Context: an optimization exercise on an open-source flow, tuned for a short achievable clock period and few clock cycles. The choices shown serve that exercise and are no tape-out recipe. Function was checked by simulation only, so behaviour that the tests miss may differ from the original.

==> inputs of run a <==
Design neptune_core, start of the top module:
module neptune_core(clk, rst, dma_req, dma_we, dma_mar_incr, dma_data, dbg_sel, dma_appr, sys_halt, dbg_data);
	localparam W = 3;         
	localparam NR = 2 * W;    
	localparam WB = 32;       
	input wire clk, rst, dma_req, dma_mar_incr;
	input wire [2:0] dma_we, dbg_sel;
	input wire [15:0] dma_data;
	output wire dma_appr, sys_halt;
	output wire [15:0] dbg_data;
	reg dm_q, dm_qq, run_q;
	reg c_rf, c_ram, c_pc, c_mar, c_inc;
	reg [15:0] data_q;
	reg aq, hq;
	reg [15:0] dbg_q;
	wire dm_in = rst & dma_req;
	always @(posedge clk) begin
		dm_q <= dm_in;
		dm_qq <= dm_q;
		run_q <= ~rst & ~dma_req;
		c_inc <= dm_in & dma_mar_incr;
		c_rf  <= dm_in & ~dma_mar_incr & (dma_we == 3'b001);
		c_ram <= dm_in & ~dma_mar_incr & (dma_we == 3'b011);
		c_pc  <= dm_in & ~dma_mar_incr & (dma_we == 3'b100);
		c_mar <= dm_in & ~dma_mar_incr & (dma_we == 3'b101);
		data_q <= dma_data;
		aq <= dm_in;
	end
	assign dma_appr = aq;
	assign sys_halt = hq;
	assign dbg_data = dbg_q;
	reg [15:0] arf [0:7];
	reg [15:0] ram [0:127];
	reg [15:0] apc;
	reg [12:0] amar;
	reg [15:0] xrf [0:7];
	reg [15:0] xR;
	reg [15:0] fp;
	reg halted;
	always @(posedge clk) begin
		if (c_inc) amar <= amar + 13'd1;
		else if (c_mar) amar <= data_q[12:0];
		else if (run_q & halted) amar <= fp[12:0] - 13'd1;
		if (c_pc) apc <= data_q;
		else if (run_q & halted) apc <= fp;
	end
	always @(posedge clk)
		if (c_ram) ram[amar[6:0]] <= data_q;
	genvar gr;
	generate
		for (gr = 0; gr < 8; gr = gr + 1) begin : g_arf
			always @(posedge clk) begin
  ...
Settings: LEC_CHECK=0, ABC_CLOCK_PERIOD_IN_PS=2500, CAP_MARGIN=30, CORE_MARGIN=2, CORE_UTILIZATION=30, SETUP_SLACK_MARGIN=4.0, SLEW_MARGIN=40; clock period 8.0 ns.
run.sh (not shown) runs the stock make flow with config.mk's settings and CLKGATE_MAP_FILE= SYNTH_SCRIPT=/design/flow/synth_recipe.tcl, a recipe that flattens the netlist after the stock synthesis.
==> inputs of run b, as changes to run a <==
--- a/flow/design.v
+++ b/flow/design.v
@@ -477,32 +477,36 @@
 		data_q <= dma_data;
 		aq <= dm_in;
 	end
 	assign dma_appr = aq;
 	assign sys_halt = hq;
 	assign dbg_data = dbg_q;
 	reg [15:0] arf [0:7];
-	reg [15:0] ram [0:127];
+	reg [WB*128-1:0] ramv;    
 	reg [15:0] apc;
 	reg [12:0] amar;
 	reg [15:0] xrf [0:7];
 	reg [15:0] xR;
 	reg [15:0] fp;
 	reg halted;
+	wire [7:0] dq_ra = 8'd1 << data_q[8:6];
+	wire [7:0] dq_rb = 8'd1 << data_q[5:3];
 	always @(posedge clk) begin
 		if (c_inc) amar <= amar + 13'd1;
 		else if (c_mar) amar <= data_q[12:0];
 		else if (run_q & halted) amar <= fp[12:0] - 13'd1;
 		if (c_pc) apc <= data_q;
 		else if (run_q & halted) apc <= fp;
 	end
-	always @(posedge clk)
-		if (c_ram) ram[amar[6:0]] <= data_q;
-	genvar gr;
+	genvar gr, gw;
 	generate
+		for (gw = 0; gw < 128; gw = gw + 1) begin : g_ram
+			always @(posedge clk)
+				if (c_ram && amar[6:0] == gw) ramv[gw*WB +: WB] <= {dq_rb, dq_ra, data_q};
+		end
 		for (gr = 0; gr < 8; gr = gr + 1) begin : g_arf
 			always @(posedge clk) begin
 				if (c_rf && amar[2:0] == gr) arf[gr] <= data_q;
 				else if (run_q) arf[gr] <= xrf[gr];
 			end
 		end
 	endgenerate
@@ -511,37 +515,53 @@
 	reg mstall;
 	reg [2:0] md;
 	wire fpl = dm_in & ~dma_mar_incr & (dma_we == 3'b100);
 	wire rs_full = c_rf | c_ram | (dm_q & ~dm_qq);
 	wire rs_any = rs_full | c_pc;
 	wire [2:0] cnt;
 	wire [W:0] cnt_oh;
-	reg [6:0] p [0:NR-1];
-	wire [15:0] rd [0:NR-1];
+	reg [127:0] ph [0:NR-1];
+	wire [WB-1:0] rd [0:NR-1];
 	genvar gj;
 	generate
 		for (gj = 0; gj < NR; gj = gj + 1) begin : g_rd
-			assign rd[gj] = ram[p[gj]];
+			reg [WB-1:0] acc;
+			always @(*) begin : b_rd
+				integer w;
+				acc = {WB{1'b0}};
+				for (w = 0; w < 128; w = w + 1)
+					acc = acc | ({WB{ph[gj][w]}} & ramv[w*WB +: WB]);
+			end
+			assign rd[gj] = acc;
+			reg [127:0] rot;
+			always @(*) begin : b_rot
+				integer c;
+				rot = {128{1'b0}};
+				for (c = 0; c <= W; c = c + 1)
+					rot = rot | ({128{cnt_oh[c]}} & ((ph[gj] << c) | (ph[gj] >> (128 - c))));
+			end
 			localparam [6:0] OFF = gj;
+			wire [6:0] a_fast = dma_data[6:0] + OFF;
+			wire [6:0] a_rs = apc[6:0] + OFF;
 			always @(posedge clk) begin
-				if (fpl) p[gj] <= dma_data[6:0] + OFF;
-				else if (rs_full) p[gj] <= apc[6:0] + OFF;
-				else p[gj] <= p[gj] + cnt;
+				if (fpl) ph[gj] <= 128'd1 << a_fast;
+				else if (rs_full) ph[gj] <= 128'd1 << a_rs;
+				else ph[gj] <= rot;
 			end
 		end
 	endgenerate
 	wire [4:0] op [0:W-1];
 	wire [2:0] ra [0:W-1], rb [0:W-1], rdst [0:W-1];
 	wire [7:0] raoh [0:W-1], rboh [0:W-1];
 	wire isalu [0:W-1], ishalt [0:W-1], ismul [0:W-1], iscmp [0:W-1], useA [0:W-1], useB [0:W-1];
 	wire dep [0:W-1], iss [0:W-1];
 	wire [15:0] A [0:W-1], B [0:W-1], res [0:W-1];
 	wire wr [0:W-1], ru [0:W-1];
 	wire msel [0:W-1], mfirst [0:W-1];
-	wire go = wvalid & ~halted;
+	wire go = wvalid & ~halted & ~mstall;
 	genvar gk, gi;
 	generate
 		for (gk = 0; gk < W; gk = gk + 1) begin : g_slot
 			assign op[gk] = win[gk][13:9];
 			assign ra[gk] = win[gk][8:6];
 			assign rb[gk] = win[gk][5:3];
 			assign rdst[gk] = win[gk][2:0];
@@ -562,30 +582,17 @@
 			for (gi = 0; gi < W; gi = gi + 1) begin : g_dep
 				if (gi < gk) begin : g_e
 					assign dv[gi+1] = dv[gi] | (isalu[gi] & ((useA[gk] & (ra[gk] == rdst[gi])) | (useB[gk] & (rb[gk] == rdst[gi]))));
 				end else begin : g_n
 					assign dv[gi+1] = dv[gi];
 				end
 			end
-			wire upd_before;
-			if (gk == 0) begin : g_u0
-				assign upd_before = 1'b0;
-			end else begin : g_un
-				reg u;
-				always @(*) begin : b_u
-					integer j;
-					u = 1'b0;
-					for (j = 0; j < gk; j = j + 1) u = u | (isalu[j] & ~iscmp[j]);
-				end
-				assign upd_before = u;
-			end
-			assign dep[gk] = dv[W] | (mstall & ((useA[gk] & (ra[gk] == md)) | (useB[gk] & (rb[gk] == md)) |
-			                                    (isalu[gk] & iscmp[gk] & ~upd_before)));
+			assign dep[gk] = dv[W];
 			if (gk == 0) begin : g_i0
-				assign iss[gk] = go & ~dep[gk];
+				assign iss[gk] = go;
 				assign mfirst[gk] = 1'b1;
 			end else begin : g_in
 				assign iss[gk] = iss[gk-1] & ~ishalt[gk-1] & ~ismul[gk-1] & ~dep[gk];
 				assign mfirst[gk] = mfirst[gk-1] & ~ismul[gk-1];
 			end
 			assign msel[gk] = mfirst[gk] & ismul[gk];
 			reg [15:0] a_acc, b_acc;
@@ -656,18 +663,18 @@
 			later = later | ru[k];
 		end
 		rsel[W] = ~later;
 	end
 	reg [15:0] rgrp;
 	always @(*) begin : b_rgrp
 		integer k;
-		rgrp = {16{rsel[W] & ~mstall}} & xR | {16{rsel[W] & mstall}} & mres;
+		rgrp = {16{rsel[W]}} & xR;
 		for (k = 0; k < W; k = k + 1) rgrp = rgrp | ({16{rsel[k]}} & res[k]);
 	end
-	wire [15:0] xR_n = rgrp;
+	wire [15:0] xR_n = mstall ? mres : rgrp;
 	always @(posedge clk) begin
 		if (rs_any) begin
 			xR <= 16'd0;
 			halted <= 1'b0;
 			mstall <= 1'b0;
 		end else begin
 			xR <= xR_n;
@@ -700,19 +707,19 @@
 						if (!rl) s[W] = 1'b1;
 					end
 				end
 			end
 			reg [15:0] nv;
 			always @(*) begin : b_nv
 				integer k;
-				if (any) begin
+				if (mstall && md == gr) nv = mres;
+				else if (any) begin
 					nv = {16{s[W]}} & xR;
 					for (k = 0; k < W; k = k + 1) nv = nv | ({16{s[k]}} & res[k]);
-				end else if (mstall && md == gr) nv = mres;
-				else nv = xrf[gr];
+				end else nv = xrf[gr];
 			end
 			always @(posedge clk) begin
 				if (rs_any) xrf[gr] <= arf[gr];
 				else xrf[gr] <= nv;
 			end
 		end
 	endgenerate
@@ -726,29 +733,29 @@
 		end else begin
 			fp <= fp + cnt;
 			wvalid <= 1'b1;
 		end
 	end
 	generate
 		for (gk = 0; gk < W; gk = gk + 1) begin : g_win
-			reg [15:0] wn;
+			reg [WB-1:0] wn;
 			always @(*) begin : b_wn
 				integer c;
-				wn = 16'd0;
+				wn = {WB{1'b0}};
 				for (c = 0; c <= W; c = c + 1)
-					wn = wn | ({16{cnt_oh[c]}} & rd[gk + c]);
+					wn = wn | ({WB{cnt_oh[c]}} & rd[gk + c]);
 			end
-			always @(posedge clk) win[gk] <= {8'd1 << wn[5:3], 8'd1 << wn[8:6], wn};    
+			always @(posedge clk) win[gk] <= wn;
 		end
 	endgenerate
 	always @(posedge clk) begin
 		hq <= ~rst & ~dma_req & (halted | halting) & ~rs_any;
 		case (dbg_sel)
 			3'b001: dbg_q <= arf[amar[2:0]];
-			3'b011: dbg_q <= ram[amar[6:0]];
+			3'b011: dbg_q <= ramv[amar[6:0]*WB +: 16];
 			3'b100: dbg_q <= apc;
 			3'b101: dbg_q <= {3'b000, amar};
 			3'b111: dbg_q <= xR_n;
 			default: dbg_q <= 16'd0;
 		endcase
 	end
 endmodule
==> qor summary <==
                                                                               run b      run a
Cell with the most instances after synthesis                                a221oi_1     mux4_2
Num CTS Buffers                                                                  676        325
Mean instance size in the synthesized netlist                               10.3 um2   15.8 um2
Fraction of the mapped netlist area in simple logic gates                      9.45%      4.31%
Multiplexer area fraction after synthesis                                      4.92%      48.6%
Area of placed instances                                                   0.416 mm2  0.239 mm2
Compound-cell area share of the yosys netlist                                  37.1%      6.68%
Routability-driven placement congestion ratio                                   1.64       1.05
Gate Count Post-Synth                                                          34753      14119
Result of the run                                          aborted with a tool error  timing/DRC/antenna clean
Last stage reached                                          global routing (5_1_grt)          -
Horizontal die dimension                                                     1.10 mm     866 um
Maximum clock insertion buffer count                                               5          4
Largest area contributor in the netlist                                     edfxtp_1     mux4_2
Testbench counts of run a, summed over its fixed seeds: cycles 3,988.
Testbench counts of run b, summed over its fixed seeds: cycles 4,121.

[what the ideal ports hide]
No port has a modelled driver above. Below, the same layout with a new extraction and two added sets of constraints. Step 1 sets driving cells, clkbuf_16 on the clock port and buf_2 on the other inputs (assumed; they add their load-dependent delay and slew). Step 2 adds t to the input delays and takes it off the output delays; t is the mean of the earliest and latest rising clock arrival at the registers after step 1. Input paths then give back, and output paths get back, about the clock's delay inside the block. Three values: ideal ports, drivers, drivers and shift; two values: the first two.
run: run a
t (ns): 1.200
setup WS [ns]: 3.138 / 3.138 / 3.136
clock arrival spread, ns: 0.102 / 0.102
worst register clock-pin slew, ns: 0.08 / 0.08
After both steps run a still meets setup and hold. For run a, drivers alone change the setup slack by 0.000 ns; drivers and shift together by -0.002 ns.
